Source: an optimization exercise on an open RTL-to-GDS flow (aim: small area). Production flows keep margins and buffers that such runs may drop.
In this exercise RTL edits were held to simulation tests only and were not proved equivalent to the original.
No activity file was given, so power comes from the tool's default toggle rates.

## flow/run.sh

```bash
#!/bin/bash
# Standard ORFS flow with these changes:
#  - synthesis maps with an area-oriented ABC script (flow/abc_area.script)
#    in place of ORFS's abc_area.script; the rest of synthesis is the standard flow's;
#  - port buffers use the smallest buffer cell;
#  - clock tree: clkbuf_8 clusters, no dummy loads.
set -u
W=$(pwd)
rm -rf "$W/scripts_local"
cp -r "$FLOW_HOME/scripts" "$W/scripts_local"
cp "$W/flow/abc_area.script" "$W/scripts_local/abc_area.script"
CTS="-sink_clustering_enable -repair_clock_nets -dont_use_dummy_load -buf_list sky130_fd_sc_hd__clkbuf_8 -sink_clustering_size 30 -sink_clustering_max_diameter 60"
bash standard.sh SCRIPTS_DIR="$W/scripts_local" synth > "$W/synth.log" 2>&1 || { echo "synth failed"; exit 1; }
bash standard.sh BUFFER_PORTS_ARGS="-buffer_cell sky130_fd_sc_hd__buf_1" CTS_ARGS="$CTS" finish > "$W/layout.log" 2>&1 || { echo "layout failed"; exit 1; }
```

## flow/abc_area.script

```
strash
&get -n
&deepsyn -T 60
&put
dch -f
amap
strash
dch -f
amap
strash
dch -f
amap
strash
dch -f
amap
strash
dch -f
amap
strash
dch -f
amap
strash
dch -f
amap
strash
dch -f
amap
strash
dch -f
amap
topo
```

## standard.sh

```bash
#!/bin/bash
# synth_recipe.tcl (not shown) runs the flow's synth.tcl, then flattens the netlist and writes it again
# the make line also repeats each setting of config.mk as NAME=value (left out here)
make -C /OpenROAD-flow-scripts/flow DESIGN_CONFIG=/design/flow/config.mk WORK_HOME=/design/flow/orfs CLKGATE_MAP_FILE= SYNTH_SCRIPT=/design/flow/synth_recipe.tcl "${@:-finish}"
```

## config.mk

```make
export PLATFORM = sky130hd
export DESIGN_NAME = fp_convert_unit
export DESIGN_NICKNAME = fp_convert_unit
export VERILOG_FILES = /design/flow/design.v
export SDC_FILE = /design/flow/constraint.sdc
export NUM_CORES = 4
export LEC_CHECK = 0
export ABC_AREA = 1
export CAP_MARGIN = 10
export CORE_MARGIN = 2
export CORE_UTILIZATION = 55
export PLACE_DENSITY = 0.7
export SLEW_MARGIN = 10
```

## constraint.sdc

```tcl
create_clock -name core_clock -period 10.0 [get_ports {clk}]
set_input_delay 2.0000 -clock core_clock [delete_from_list [all_inputs] [get_ports {clk}]]
set_output_delay 2.0000 -clock core_clock [all_outputs]
set_load 0.01 [all_outputs]
```

## design.v

```verilog
`timescale 1ns / 1ps
module fp_convert_unit
(
    input             clk,
    input      [63:0] in1,
    input      [63:0] in2,
    input      [2:0]  rounding_mode,
    input             sp_dp,
    input      [2:0]  operation,
    output     [63:0] result,
    output reg        invalid,
    output reg        overflow,
    output reg        underflow,
    output reg        inexact
);
wire [63:0] s0_d;
wire [1:0]  s0_rc;
reg  [63:0] r_d;
reg  [2:0]  r_op;
reg         r_dp;
reg  [1:0]  r_rc;
wire [63:0] s1_res;
wire        s1_inc;
wire        s1_inv, s1_ovf, s1_unf, s1_inx;
reg  [63:0] r_res;
reg         r_inc;
cvt_pre u_pre
(
    .in1 (in1),
    .in2 (in2),
    .rm  (rounding_mode),
    .dp  (sp_dp),
    .op  (operation),
    .d   (s0_d),
    .rc  (s0_rc)
);
cvt_core u_core
(
    .d   (r_d),
    .op  (r_op),
    .dp  (r_dp),
    .rc  (r_rc),
    .res (s1_res),
    .inc (s1_inc),
    .inv (s1_inv),
    .ovf (s1_ovf),
    .unf (s1_unf),
    .inx (s1_inx)
);
always @(posedge clk) begin
    r_d       <= s0_d;
    r_op      <= operation;
    r_dp      <= sp_dp;
    r_rc      <= s0_rc;
    r_res     <= s1_res;
    r_inc     <= s1_inc;
    invalid   <= s1_inv;
    overflow  <= s1_ovf;
    underflow <= s1_unf;
    inexact   <= s1_inx;
end
cvt_post u_post (.r(r_res), .inc(r_inc), .cen(inexact), .res(result));
endmodule
module cvt_post
(
    input  [63:0] r,
    input         inc,
    input         cen,
    output [63:0] res
);
wire [32:0] sum;
cvt_inc #(32) u_inc (.a(r[31:0]), .b(inc), .y(sum));
assign res = {r[63:33], r[32] | (cen & sum[32]), sum[31:0]};
endmodule
module cvt_arb
(
    input  [1:0] rc,
    input        l, g, r, s,
    output       inc
);
assign inc = rc[1] ? (g | (~rc[0] & (r | s))) : (rc[0] & g & (l | r | s));
endmodule
module cvt_inc #(parameter N = 32)
(
    input  [N-1:0] a,
    input          b,
    output [N:0]   y
);
wire [N:0] c;
assign c[0] = b;
genvar i;
generate
    for (i = 0; i < N; i = i + 1) begin : g_bit
        assign y[i]   = a[i] ^ c[i];
        assign c[i+1] = a[i] & c[i];
    end
endgenerate
assign y[N] = c[N];
endmodule
module cvt_pre
(
    input  [63:0] in1,
    input  [63:0] in2,
    input  [2:0]  rm,
    input         dp,
    input  [2:0]  op,
    output [63:0] d,
    output [1:0]  rc
);
wire is_f2i  = ~op[2] & ~op[1];
wire is_i2f  = ~op[2] &  op[1];
wire is_f2f  = &op;
wire is_sgnj = op[2] & ~(op[1] & op[0]);
wire su      = ~op[2] & op[0];
wire sgn = is_i2f ? (~su & in1[31]) : ((dp ^ is_f2f) ? in1[63] : in1[31]);
assign rc = (rm == 3'd0) ? 2'b01 :
            (rm == 3'd2) ? {~su &  sgn, 1'b0} :
            (rm == 3'd3) ? {~su & ~sgn, 1'b0} :
            (rm == 3'd4) ? 2'b11 : 2'b00;
wire [6:0]  ws  = 7'd62 - in1[58:52];
wire [66:0] wx  = {(|in1[62:52]), in1[51:0], 14'b0};
wire [66:0] w6  = ws[6] ? {64'b0, wx[66:64]} : wx;
wire [34:0] w5  = ws[5] ? w6[66:32] : w6[34:0];
wire [18:0] w4  = ws[4] ? w5[34:16] : w5[18:0];
wire [10:0] w3  = ws[3] ? w4[18:8]  : w4[10:0];
wire [6:0]  w2  = ws[2] ? w3[10:4]  : w3[6:0];
wire [4:0]  w1  = ws[1] ? w2[6:2]   : w2[4:0];
wire [3:0]  w0  = ws[0] ? w1[4:1]   : w1[3:0];
wire arb_fi;
cvt_arb u_arb (.rc(rc), .l(w0[3]), .g(w0[2]), .r(w0[1]), .s(w0[0]), .inc(arb_fi));
wire f2i_dp = is_f2i & dp;
wire ineg = is_i2f & ~su & in1[31];
wire [32:0] mag;
cvt_inc #(32) u_neg (.a(in1[31:0] ^ {32{ineg}}), .b(ineg), .y(mag));
wire s1 = dp ? in1[63] : in1[31];
wire s2 = dp ? in2[63] : in2[31];
wire nsign = s2 ^ op[0] ^ (op[1] & s1);
assign d[63] = (is_sgnj & dp)  ? nsign :
               (is_f2i & ~dp)  ? arb_fi :
               is_i2f          ? ineg : in1[63];
assign d[62:32] = in1[62:32];
assign d[31] = (is_sgnj & ~dp) ? nsign : mag[31];
assign d[30:21] = mag[30:21];
assign d[20] = f2i_dp ? arb_fi : mag[20];
assign d[19] = mag[19] | (f2i_dp & in1[20]);
assign d[18:0] = mag[18:0];
endmodule
module cvt_core
(
    input  [63:0] d,
    input  [2:0]  op,
    input         dp,
    input  [1:0]  rc,
    output [63:0] res,
    output        inc,
    output        inv,
    output        ovf,
    output        unf,
    output        inx
);
wire is_f2i  = ~op[2] & ~op[1];
wire is_i2f  = ~op[2] &  op[1];
wire is_f2f  = &op;
wire is_sgnj = op[2] & ~(op[1] & op[0]);
wire su      = ~op[2] & op[0];
wire f2f_up  = is_f2f &  dp;    
wire f2f_dn  = is_f2f & ~dp;    
wire [10:0] ed = d[62:52];
wire [7:0]  es = d[30:23];
wire x_top  = dp ? ed[10] : es[7];
wire x_mid  = dp ? (|ed[9:5]) : (|es[6:5]);     
wire x_ones = dp ? (&ed[9:1]) : (&es[6:1]);
wire x_lo0  = dp ? ed[0] : es[0];
wire [4:0] x_lo = dp ? ed[4:0] : es[4:0];
wire x_gt31 = x_top & (x_mid | (&x_lo));         
wire x_gt30 = x_top & (x_mid | (&x_lo[4:1]));    
wire x_lt   = ~x_top & ~x_ones;                  
wire x_half = ~x_top & x_ones & ~x_lo0;          
wire man_nz_sp = |d[22:0];
wire man_nz_fd = (|d[19:0]) | (|d[51:21]);        
wire man_nz_dp = man_nz_fd | d[20];
wire fsign = dp ? d[63] : d[31];
wire fnan  = dp ? ((&ed) & man_nz_fd) : ((&es) & man_nz_sp);
wire f_ovf = ~fnan & (su ? (fsign | x_gt31) : x_gt30);
wire f_unf = ~fnan & x_lt;
wire f_max   = ~f_unf & (f_ovf | fnan);
wire f_shift = ~f_unf & ~f_ovf & ~fnan & ~x_half;
wire msel = fsign & ~fnan;
wire fneg = ~su & fsign;
wire [4:0] famt = {~x_lo[4] ^ (&x_lo[3:0]), ~x_lo[3] ^ (&x_lo[2:0]),
                   ~x_lo[2] ^ (&x_lo[1:0]), ~x_lo[1] ^ x_lo[0], x_lo[0]};
wire up_e1   = &es;
wire up_e0   = ~|es;
wire up_nan  = up_e1 & man_nz_sp;
wire up_spec = up_e1 | up_e0;
wire dn_nan = (&ed) & man_nz_dp;
wire dn_ovf = ~dn_nan & ed[10] & ((|ed[9:7]) | (&ed[6:0]));              
wire dn_unf = ~ed[10] & (~ed[9] | ~ed[8] | (~ed[7] & ~(&ed[6:0])));       
wire dn_spec = dn_nan | dn_ovf | dn_unf;
wire [31:0] drev;
genvar gi;
generate
    for (gi = 0; gi < 32; gi = gi + 1) begin : g_rev
        assign drev[gi] = d[31-gi];
    end
endgenerate
wire use_dpm = (is_f2i & dp) | f2f_dn;
wire hid = is_f2i & f_shift;
wire [31:0] fy = use_dpm ? {hid, d[51:21]} : {hid, d[22:0], 8'b0};
wire [31:0] v0 = (is_f2i | f2f_dn) ? fy : drev;
wire spec = dp ? up_spec : dn_spec;
wire fclr = ~f_shift;
wire a4 = is_f2i ? (famt[4] | fclr) : is_i2f ? ~|v0[15:0] : spec;
wire [31:0] v1 = a4 ? {16'b0, v0[31:16]} : v0;
wire a3 = is_f2i ? (famt[3] | fclr) : is_i2f ? ~|v1[7:0] : 1'b1;
wire [31:0] v2 = a3 ? {8'b0, v1[31:8]} : v1;
wire a2 = is_f2i ? (famt[2] | fclr) : is_i2f ? ~|v2[3:0] : spec;
wire [31:0] v3 = a2 ? {4'b0, v2[31:4]} : v2;
wire a1 = is_f2i ? (famt[1] | fclr) : is_i2f ? ~|v3[1:0] : spec;
wire [31:0] v4 = a1 ? {2'b0, v3[31:2]} : v3;
wire a0 = is_f2i ? (famt[0] | fclr) : is_i2f ? ~v4[0] : spec;
wire [31:0] v5 = a0 ? {1'b0, v4[31:1]} : v4;
wire [4:0] lzc = {a4, a3, a2, a1, a0};
wire [31:0] sig;
generate
    for (gi = 0; gi < 32; gi = gi + 1) begin : g_sig
        assign sig[gi] = v5[31-gi];
    end
endgenerate
wire izero = ~|d[31:0];
wire l31 = &lzc;
wire [4:0] t30 = {~lzc[4] ^ (&lzc[3:0]), ~lzc[3] ^ (&lzc[2:0]),
                  ~lzc[2] ^ (&lzc[1:0]), ~lzc[1] ^ lzc[0], lzc[0]};
wire [7:0]  iexp_sp = izero ? 8'd0  : {~l31, {2{l31}}, t30};    
wire [10:0] iexp_dp = izero ? 11'd0 : {~l31, {5{l31}}, t30};    
wire rl = is_i2f ? sig[8]       : d[29];
wire rg = is_i2f ? sig[7]       : d[28];
wire rr = is_i2f ? sig[6]       : d[27];
wire rs = is_i2f ? (|sig[5:0])  : (|d[26:0]);
wire arb_c;
cvt_arb u_arb (.rc(rc), .l(rl), .g(rg), .r(rr), .s(rs), .inc(arb_c));
wire arb = is_f2i ? (dp ? d[20] : d[63]) : arb_c;
wire xt = is_f2i & (f_max ? (su ? ~msel : msel) : fneg);
wire xr = is_f2i & (f_max ? ~msel : fneg);
wire [7:0] dn_exp = (dn_nan | dn_ovf) ? 8'hFF : dn_unf ? 8'h00 : {~ed[7], ed[6:0]};
wire [31:0] inc_o = {(v5[31] ^ xt) | (f2f_dn & d[63] & ~dn_nan),
                     (v5[30:23] ^ {8{xr}}) | ({8{f2f_dn}} & dn_exp),
                     (v5[22] ^ xr) | (f2f_dn & dn_nan),
                     v5[21:0] ^ {22{xr}}};
wire [31:0] inc_a = is_i2f ? {d[63], iexp_sp, sig[30:8]} : inc_o;
assign inc = is_f2i ? (~f_max & ((f_shift & arb) ^ fneg)) : is_i2f ? (~dp & arb) : (f2f_dn & ~dn_nan & arb);
wire [10:0] up_exp = up_e1 ? 11'h7FF : up_e0 ? 11'h000 : {es[7], {3{~es[7]}}, es[6:0]};
wire        w_sign = is_i2f ? d[63] : (d[31] & ~up_nan);
wire [10:0] w_exp  = is_i2f ? iexp_dp : up_exp;
wire [63:0] wide   = {w_sign, w_exp, sig[30] | (f2f_up & up_nan), sig[29:0], 21'b0};
wire wide_sel = (is_i2f & dp) | f2f_up;
assign res[63:32] = (is_sgnj & dp) ? d[63:32] : wide_sel ? wide[63:32] : 32'd0;
assign res[31:0]  = is_sgnj ? d[31:0] : wide_sel ? wide[31:0] : inc_a;
assign inv = is_f2i & (fnan | f_ovf | f_unf);
assign ovf = is_f2i ? f_ovf : f2f_dn ? dn_ovf : f2f_up ? (up_e1 & ~up_nan) : 1'b0;
assign unf = is_f2i ? f_unf : f2f_dn ? dn_unf : f2f_up ? up_e0 : 1'b0;
assign inx = (is_i2f & ~dp & arb) | (f2f_dn & ~dn_nan & arb);
endmodule
```

==> metrics.md, run 1 <==
| Metric | Value |
|---|---|
| # port buffers | `141` |
| Initial core utilization | `between 50% and 60%` |
| Post-synth top area cell | `dfxtp_1` |
| Clock Skew | `between 0.03 and 0.04 ns` |
| Multi-input logic area | `5100 um^2` |
| Status | `timing/DRC/antenna clean` |
| Grt ovf | `0` |
| Multiplexer share of the synthesized area | `0%` |
| Crit path launch type | `flop` |
| Mean Syn Cell Area | `~8 um^2` |
| Synth top area cells | `dfxtp_1 (33%), ha_1 (10%), o22ai_1 (8.6%)` |
| WP data required | `between 10 and 15 ns` |
| Most common cell after layout, fill and taps aside | `buf_1` |
| # Post-CTS Setup Buffers | `0` |
| Clk buf depth | `2` |
| #FFs+latches synth | `around 140` |
| Top cell type's share of synthesized area | `between 30 and 40%` |
| Slowest cell on the critical path | `dfxtp_4` |
| Post-synthesis sequential area ratio | `about a third` |
| Vias in the first global route | `8912` |
| Area growth, synth to finish | `16.5%` |
| Iter 0 DRT Violations | `1386` |
| Die Y | `128 um` |
| DIE AREA | `16400 um^2` |
| Leak Pwr | `3.81 nW` |
| Crit Path Category | `flop to flop` |
| Mapped cell area | `8470 um^2` |
| Largest net degree at the start of global routing | `40` |
| Largest family of logic cells by synthesized area | `compound AO/OA/AOI/OAI gates` |
| CTS Root Cell | `clkbuf_8` |
| Syn_nets | `1265` |
| Actual slew at the worst max-slew pin | `about 1.2 ns` |
| Fin crit period | `a little over 9 ns` |
| Die X | `about 130 um` |
| Layout Cells excl Fill | `around 1400` |
| First-pass GRT wire length | `48900 um` |
| Max-cap violations | `0` |
| Compound-cell area share of the yosys netlist | `34.2%` |
| Detail Route Antenna Nets | `0` |
| # hold bufs at CTS | `0` |
| # IOs | `approximately 200` |
| HP Class | `flop to flop` |
| Final hold slack | `0.532 ns` |
| Final Hold Viols | `0` |
| Worst path max stage delay | `0.64 ns` |
| Clk Latency, worst-skew pair | `0.46 ns` |
| CTS buffer count | `17` |
| Final setup fails | `0` |
| Clock sink count | `139` |
| Core Box Area | `15100 um^2` |
| Async set-reset flop share out of synthesis | `0%` |
| DR vias | `9857` |
| Tot GR Track Use | `between 30% and 40%` |
| Main synth FF type | `dfxtp_1` |
| Post-synth EDFFs | `0` |
| FP Rows | `45` |
| DRC | `0` |
| # H-tree levels | `4` |
| Pwr dens | `155 nW/um^2` |
| Reg area | `2790 um^2` |
| Layout cell share with drive strength beyond 1 | `8.27%` |
| Clk slew on worst S/H paths | `0.08 ns` |
| Number of instances in the placed design | `1428` |
| Max VDD drop | `96.9 uV` |
| Antenna violations before repair | `0` |
| FMAX | `between 100 and 150 MHz` |
| Layout fillers | `around 1300` |
| HPWL after DPL | `25500 um` |
| Avg Vias per Cell | `6.82` |
| Post-Route Utilization | `65.1%` |
| Crit. End Element | `flop` |
| Final Max Tran Viols | `0` |
| Crit path max fanout | `32` |
| Tcrit/Tclk final | `between 90% and 100%` |
| Setup_tns | `0 ns` |
| Adder-cell share of the synthesized area | `between 10% and 20%` |
| RSZ-0062 raised after global routing | `no` |
| Power Total | `0.00153 W` |
| WP data arrival | `9.46 ns` |
| Most frequent cells in the layout | `buf_1 (141), dfxtp_1 (138), nor2_1 (130)` |
| DRT Pass-1 Iters | `7` |
| Final #Nets | `1466` |
| Resized Gates After CTS | `0` |
| Post-Synth Simple-Gate Area | `14.6%` |
| Drt wl/cell | `between 20 and 25 um` |
| Gp weighted congestion | `around 1.1` |
| Final WL | `32600 um` |
| Synth Instances | `1058` |
| Antenna diodes | `0` |
| Post-synthesis cell type count | `46` |
| Post-Synth XOR/XNOR Area | `less than 1%` |
| CTS tree | `built` |
| Yosys warning total | `1` |
| Slew margin rel. | `21.6%` |
worst max-delay path: cells and delay by family (launching register included):
family	cells	cell delay, ns
buffers and inverters	11	2.07
and+or+nand+nor	13	2.03
AOI/OAI and AO/OA	17	3.83
adders and majority gates	2	0.37
DFF	1	0.64
logic make-up (layout without fill, tap and decap cells):
group                      after synthesis  after routing
and+or+nand+nor                        281            281
AOI/OAI and AO/OA                      422            422
adders and majority gates               71             71
xor gates and xnor gates                 1              1
DFF                                    139            139
buffers and inverters                  144            343
per-layer routing:
| layer | share of wire, % | GRT usage (%) | vias up |
|---|---|---|---|
| met1 | 40 | 51.4 | 4465 |
| met3 | 13 | 10.4 | 129 |
| met5 | 0 | 0 | - |
| met2 | 43 | 60.1 | 782 |
| li1 | - | - | 4481 |
| met4 | 4.6 | 18.9 | 0 |
final timing paths:
kind / start / endpoint / slack, ns / cells after the start
min reg2reg: r_d[60] / r_res[60] / 0.53 / 2
max: r_dp / r_inc / 0.90 / 43
min: r_d[60] / r_res[60] / 0.53 / 2
max reg2reg: r_dp / r_inc / 0.90 / 43
cells in the mapped netlist, types with 2 or more instances:
library cell  instances
dfxtp_1             139
nor2_1              133
o22ai_1             116
clkinv_1            113
o21ai_0              84
ha_1                 71
nand2_1              52
o22a_1               52
a21oi_1              50
buf_4                31
nand3_1              30
nor3_1               25
a222oi_1             21
a221oi_1             15
a31oi_1              13
o32ai_1              13
a221o_1               9
a2111oi_0             8
nand4_1               8
nor4_1                8
a22oi_1               7
o221ai_1              7
and3_1                6
or2_0                 6
or4_1                 6
a211oi_1              4
nor2b_1               4
a32oi_1               3
o32a_1                3
a31o_1                2
o21bai_1              2
o221a_1               2
o31ai_1               2
where the power goes:
group	internal, W	switching, W
registers	0.000615	0.0000426
clock network	0.000149	0.000177
logic	0.000211	0.000338
total	0.000975	0.000557
stage by stage:
stage / setup WS [ns] / instance area [um^2]
2_1_floorplan: 0.0121 / 8560
3_3_place_gp: 0.566 / 9630
3_5_place_dp: 0.382 / 9630
4_1_cts: 0.882 / 9860
5_1_grt: 0.289 / 9860
6_report: 0.900 / 9860
state kept, by name (all words and copies together) (netlist names):
signal / flops
r_inc: 1
underflow: 1
overflow: 1
invalid: 1
inexact: 1
r_op: 3
r_res: 64
r_rc: 2
r_d: 64
r_dp: 1
cell type report:
| class | count | share of cell area, % |
|---|---|---|
| well taps | 188 | 2.38 |
| repair buffers | 213 | 10.8 |
| flip-flops and latches | 139 | 28.2 |
| inverters | 113 | 4.48 |
| clock buffers | 17 | 2.37 |
| multi-input cells | 775 | 51.7 |
==> run 2, diff against run 1 <==
==> flow/abc_area.script (replaced) <==
strash
&get -n
&deepsyn -T 90
&put
dch -f
amap
topo
==> metrics.md, run 2 <==
| Metric | Value |
|---|---|
| #FFs+latches synth | `around 140` |
| Crit path max fanout | `1` |
| Clk slew on worst S/H paths | `0.08 ns` |
| Clk buf depth | `2` |
| Post-Synth XOR/XNOR Area | `less than 1%` |
| R2R depth | `41` |
| Clock Skew | `~0.033 ns` |
| Vias in the first global route | `8420` |
| # IOs | `204` |
| # hold bufs at CTS | `0` |
| Gp weighted congestion | `~1.0` |
| Antenna diodes | `0` |
| Final #Nets | `1390` |
| Initial core utilization | `55.7%` |
| # port buffers | `around 140` |
| CTS buffer count | `17` |
| Post-Synth Simple-Gate Area | `13.5%` |
| Fin crit period | `8.99 ns` |
| Largest net degree at the start of global routing | `36` |
| Met3 routed WL | `3830 um` |
| Core Box Area | `15100 um^2` |
| Crit path launch type | `flop` |
| Worst path max stage delay | `0.31 ns` |
| Post-synthesis sequential area ratio | `33.1%` |
| Critical path's top delay family | `adder cells` |
| Crit. End Element | `output pin` |
| Pwr dens | `154 nW/um^2` |
| Yosys warning total | `1` |
| Final Max Tran Viols | `0` |
| HP Class | `flop to flop` |
| CTS tree | `built` |
| Slew margin rel. | `a little over a fifth` |
| Final Hold Viols | `0` |
| Clk Latency, worst-skew pair | `about 0.46 ns` |
| Max-cap violations | `0` |
| Die Y | `~130 um` |
| Tot GR Track Use | `between 30% and 40%` |
| Most common cell after layout, fill and taps aside | `buf_1` |
| Main synth FF type | `dfxtp_1` |
| Mapped cell area | `8410 um^2` |
| Setup_tns | `0 ns` |
| Layout cell share with drive strength beyond 1 | `4.83%` |
| Top routing layer in use | `met4` |
| Detail Route Antenna Nets | `0` |
| Leak Pwr | `around 3.5 nW` |
| Antenna violations before repair | `0` |
| DIE AREA | `16300 um^2` |
| Most used cell, CP | `ha_1` |
| Mean Syn Cell Area | `8.19 um^2` |
| Compound-cell area share of the yosys netlist | `35.4%` |
| Area growth, synth to finish | `12.2%` |
| Slowest cell on the critical path | `dfxtp_1` |
| HP Start | `r_d[60]` |
| HPWL after DPL | `~24000 um` |
| DRT Pass-1 Iters | `8` |
| R2R Path End | `r_res[28]` |
| Syn_nets | `1233` |
| Tcrit/Tclk final | `89.9%` |
| FP Rows | `45` |
| Max VDD drop | `89.7 uV` |
| Clock sink count | `139` |
| Avg Vias per Cell | `a little under 7` |
| WL met2 | `about 13000 um` |
| # Post-CTS Setup Buffers | `0` |
| Reg2reg start | `r_d[56]` |
| Actual slew at the worst max-slew pin | `1.18 ns` |
| Setup ws final | `between 1 and 1.5 ns` |
| Grt ovf | `0` |
| FMAX | `111 MHz` |
| CTS Root Cell | `clkbuf_8` |
| Post-Route M1 WL | `12400 um` |
| RSZ-0062 raised after global routing | `no` |
| Buf/Inv on CP | `1` |
| Drt wl/cell | `approximately 22 um` |
| Synth top area cells | `dfxtp_1 (33%), ha_1 (11%), o22ai_1 (7.4%)` |
| Synth top cells by count | `dfxtp_1 (139), nor2_1 (113), clkinv_1 (103), o22ai_1 (99), o21ai_0 (84)` |
| R2r setup slk | `around 1.3 ns` |
| Post-synth EDFFs | `0` |
| Status | `timing/DRC/antenna clean` |
| Top cell type's share of synthesized area | `between 30% and 40%` |
| Post-synth top area cell | `dfxtp_1` |
| Setup WS pre-CTS | `0.551 ns` |
| Adder-cell share of the synthesized area | `roughly a tenth` |
| Most frequent cells in the layout | `buf_1 (141), dfxtp_1 (138), nor2_1 (110)` |
| Resized Gates After CTS | `0` |
| Synth Instances | `1026` |
| Most common cell in the netlist | `dfxtp_1` |
| First-pass GRT wire length | `~46000 um` |
| Multiplexer share of the synthesized area | `0%` |
| Iter 0 DRT Violations | `between 1000 and 1500` |
| Hold Path Sink | `r_res[60]` |
| Final setup fails | `0` |
| WP data required | `~8.0 ns` |
| Biggest regs | `r_d (64), r_res (64), r_op (3)` |
| Final WL | `30400 um` |
| Largest family of logic cells by synthesized area | `compound AO/OA/AOI/OAI gates` |
| WP data arrival | `around 7.0 ns` |
| DRC | `0` |
| Hold Path Depth | `2` |
| Async set-reset flop share out of synthesis | `0%` |
| # H-tree levels | `4` |
| DR vias | `9272` |
| Die X | `128 um` |
| Crit Path Category | `flop to output pin` |
| Post-synthesis cell type count | `47` |
run 2: cell count changes in the layout (fill, tap and decap cells not counted), sizes merged, moves of 12 or more:
cell / delta
a21oi: +13
buf: -44
nand2: -12
nor2: -20
o221ai: +13
o22ai: -17
run 2: per-layer routing:
metal  vias up  GRT usage [%]
li1       4302              -
met1      4177           49.7
met2       696           56.1
met3        97           9.51
met4         0           15.6
met5         -              0
run 2: final cells by class:
type                            count  area, um^2
Inverter                          103         392
Sequential cell                   139        2780
Fill cell                        1439        5660
Timing Repair Buffer              169         739
Tap cell                          188         235
Clock buffer                       17         234
Multi-Input combinational cell    753        5050
run 2: how the worst max path moves through the flow:
stage | from | endpoint | slack, ns | cells past startpoint
after floorplan | r_op[1] | r_res[29] | 0.02 | 36
after global placement | operation[2] | r_d[31] | 0.66 | 37
after detailed placement | operation[2] | r_d[31] | 0.55 | 37
after CTS | r_res[0] | result[32] | 0.89 | 34
after global routing | operation[1] | r_d[31] | 0.65 | 38
final | r_res[0] | result[32] | 1.01 | 34
run 2: power breakdown:
group | switching (W) | internal, W
logic | 0.000308 | 0.000170
registers | 0.0000379 | 0.000611
clock network | 0.000179 | 0.000149
run 2: tightest hold or removal path, stage by stage, from the launching register on:
cell and delay, ns:
dfxtp_1 0.31, clkinv_1 0.06, o21ai_0 0.08
run 2: per-stage QoR:
step,util (%),cell area [um^2],power (W),cells,hold slack [ns]
3_3_place_gp,61.0,9200,0.00112,1352,0.493
3_5_place_dp,61.0,9200,0.00112,1352,0.495
2_1_floorplan,-,8450,0.000974,1026,0.449
4_1_cts,62.5,9430,0.00144,1369,0.488
6_report,62.5,9430,0.00146,1369,0.497
5_1_grt,62.5,9430,0.00152,1369,0.531
run 2: logic make-up after synthesis:
| logic type | Yosys count |
|---|---|
| adder cells (fa/ha/maj) | 71 |
| XOR/XNOR | 1 |
| flip-flops | 139 |
| AND/OR/NAND/NOR | 249 |
| buffers and inverters | 134 |
| AO/OA/AOI/OAI | 432 |
==> run 3, diff against run 2 <==
--- a/config.mk
+++ b/config.mk
@@ -9,5 +9,5 @@
 export CAP_MARGIN = 10
 export CORE_MARGIN = 2
-export CORE_UTILIZATION = 55
-export PLACE_DENSITY = 0.7
+export CORE_UTILIZATION = 70
+export PLACE_DENSITY = 0.85
 export SLEW_MARGIN = 10
==> metrics.md, run 3 <==
| Metric | Value |
|---|---|
| Status | `timing/DRC/antenna clean` |
| Mean Syn Cell Area | `7.81 um^2` |
| Antenna diodes | `0` |
| RSZ-0062 raised after global routing | `no` |
| Clock sink count | `roughly 140` |
| DIE AREA | `roughly 13000 um^2` |
| WP data required | `between 10 and 15 ns` |
| HPWL after DPL | `about 23000 um` |
| Most frequent cells in the layout | `buf_1 (141), dfxtp_1 (138), nor2_1 (132)` |
| Actual slew at the worst max-slew pin | `1.13 ns` |
| Layout cell share with drive strength beyond 1 | `4.75%` |
| Compound-cell area share of the yosys netlist | `32.9%` |
| Largest family of logic cells by synthesized area | `compound AO/OA/AOI/OAI gates` |
| Most common cell after layout, fill and taps aside | `buf_1` |
| Slew margin rel. | `between 20% and 30%` |
| R2R depth | `40` |
| Biggest regs | `r_d (64), r_res (64), r_op (3)` |
| Crit. End Element | `flop` |
| Top cell type's share of synthesized area | `approximately a third` |
| Final #Nets | `approximately 1500` |
| Setup_tns | `0 ns` |
| # Post-CTS Setup Buffers | `0` |
| Tcrit/Tclk final | `92.6%` |
| Multiplexer share of the synthesized area | `0%` |
| Synth top cells by count | `dfxtp_1 (139), nor2_1 (134), clkinv_1 (132), o22ai_1 (119), o21ai_0 (92)` |
| Layout Cells excl Fill | `1389` |
| Iter 0 DRT Violations | `2047` |
| Yosys warning total | `1` |
| Clk buf depth | `2` |
| Detail Route Antenna Nets | `0` |
| DRT Pass-1 Iters | `28` |
| Largest net degree at the start of global routing | `37` |
| Avg Vias per Cell | `7.24` |
| Drt wl/cell | `21.7 um` |
| Grt ovf | `0` |
| Synth top area cells | `dfxtp_1 (33%), ha_1 (10%), o22ai_1 (8.8%)` |
| Die Y | `about 110 um` |
| CTS buffer count | `17` |
| Vias in the first global route | `8990` |
| Clock Skew | `approximately 0.034 ns` |
| # port buffers | `141` |
| # IOs | `204` |
| #FFs+latches synth | `139` |
| Final WL | `30200 um` |
| Final instance area | `approximately 9500 um^2` |
| Final setup fails | `0` |
| FP Rows | `40` |
| Crit Path Category | `primary input to flop` |
| Antenna violations before repair | `0` |
| DR vias | `10063` |
| Fin crit period | `9.26 ns` |
| Most used cell, CP | `ha_1` |
| Number of instances in the placed design | `~1400` |
| Mapped cell area | `8480 um^2` |
| FMAX | `108 MHz` |
| Die X | `114 um` |
| Clk slew on worst S/H paths | `0.08 ns` |
| Placed cell area | `9280 um^2` |
| Area growth, synth to finish | `12.1%` |
| Core Box Area | `11900 um^2` |
| Final Hold Viols | `0` |
| Async set-reset flop share out of synthesis | `0%` |
| Leak Pwr | `between 3 and 4 nW` |
| Final Max Tran Viols | `0` |
| Pwr dens | `156 nW/um^2` |
| HP Class | `flop to flop` |
| Crit path max fanout | `36` |
| Tot GR Track Use | `45.5%` |
| First-pass GRT wire length | `46100 um` |
| Post-Synth XOR/XNOR Area | `0.103%` |
| Worst path max stage delay | `0.37 ns` |
| Resized Gates After CTS | `0` |
| Post-synth EDFFs | `0` |
| Max-cap violations | `0` |
| Clk Latency, worst-skew pair | `0.46 ns` |
| Most common cell in the netlist | `dfxtp_1` |
| Post-synthesis sequential area ratio | `32.8%` |
| Initial core utilization | `a little under three quarters` |
| DRC | `0` |
| Gp weighted congestion | `~1.2` |
| Crit path launch type | `primary input` |
| Power Total | `0.00149 W` |
| Synth Instances | `around 1100` |
| Post-synth top area cell | `dfxtp_1` |
| WP data arrival | `9.62 ns` |
| CTS tree | `built` |
| # H-tree levels | `4` |
| Main synth FF type | `dfxtp_1` |
| Adder-cell share of the synthesized area | `between 10% and 20%` |
| Syn_nets | `1294` |
| # hold bufs at CTS | `0` |
| Max VDD drop | `144 uV` |
| CTS Root Cell | `clkbuf_8` |
| Hold Path Depth | `2` |
| Slowest cell on the critical path | `buf_4` |
| Post-Synth Simple-Gate Area | `roughly 15%` |
| Post-synthesis cell type count | `46` |
## run 3: worst paths after layout
path / start / end / slack (ns)
hold reg to reg: r_d[60] / r_res[60] / 0.52
hold / removal: r_d[60] / r_res[60] / 0.52
setup reg to reg: r_op[1] / r_inc / 0.78
setup / recovery: operation[1] / r_d[31] / 0.74
## run 3: power breakdown
group,switching [W],internal [W],total (W)
sequential,0.0000357,0.000616,0.000652
combinational,0.000341,0.000170,0.000511
clock,0.000176,0.000149,0.000325
total,0.000553,0.000935,0.00149
## run 3: cells by family (layout without fill, tap and decap cells)
| logic type | after synthesis | in the layout |
|---|---|---|
| DFF | 139 | 139 |
| and+or+nand+nor | 290 | 290 |
| adders and majority gates | 71 | 71 |
| xor gates and xnor gates | 1 | 1 |
| buffers and inverters | 163 | 318 |
| AOI/OAI and AO/OA | 423 | 423 |
## run 3: routing by layer
metal / vias up / global-route usage, % / share of wire (%)
li1: 4443 / - / -
met1: 4412 / 59.8 / 36
met2: 991 / 69.8 / 42
met3: 217 / 13.7 / 16
met4: 0 / 19.5 / 5.1
met5: - / 0 / 0
## run 3: through the flow
step | hold slack [ns] | utilization [%] | worst slack (ns)
floorplan | 0.445 | - | 0.114
global placement | 0.485 | 77.9 | 0.616
detailed placement | 0.495 | 77.9 | 0.391
CTS | 0.519 | 79.9 | 0.823
global route | 0.557 | 79.9 | 0.279
finish | 0.522 | 79.9 | 0.739
## run 3: layout make-up
class	instances	area [um^2]
multi-input combinational	785	5060
timing repair buffer	169	739
clock buffer	17	234
inverter	132	505
tap	147	184
fill	874	2400
sequential	139	2780
## run 3: worst max-delay path, delay by kind of cell
family	cells	cell delay [ns]
AO/OA/AOI/OAI	3	0.41
adder cells (fa/ha/maj)	29	5.83
buffers and inverters	4	0.83
AND/OR/NAND/NOR	3	0.54

==> what the ideal ports hide <==
No port has a modelled driver above. Below, the same layouts with a new extraction and two added sets of constraints.
Step 1 assumes that a clkbuf_16 drives the clock port and a buf_2 every other input.
Step 2 adds t to the input delays and takes it off the output delays; t is the mean of the earliest and latest rising clock arrival at the registers after step 1. Input paths then give back, and output paths get back, about the clock's delay inside the block.
Slacks: no drivers / after step 1 / after step 2; pairs: no drivers / after step 1.
| run | shift t [ns] | setup WS [ns] | hold slack, ns | worst slew at a driven data input, ns |
|---|---|---|---|---|
| run 1 | 0.480 | 0.900 / 0.900 / 0.437 | 0.532 / 0.532 / 0.532 | 0.04 |
| run 2 | 0.482 | 1.008 / 0.967 / 0.581 | 0.497 / 0.497 / 0.497 | 0.04 |
| run 3 | 0.479 | 0.739 / 0.757 / 0.278 | 0.522 / 0.522 / 0.522 | 0.04 |
After both steps setup and hold are still met in every run listed. For run 1, which loses most, drivers alone change the setup slack by 0.000 ns; drivers and shift together by -0.463 ns.
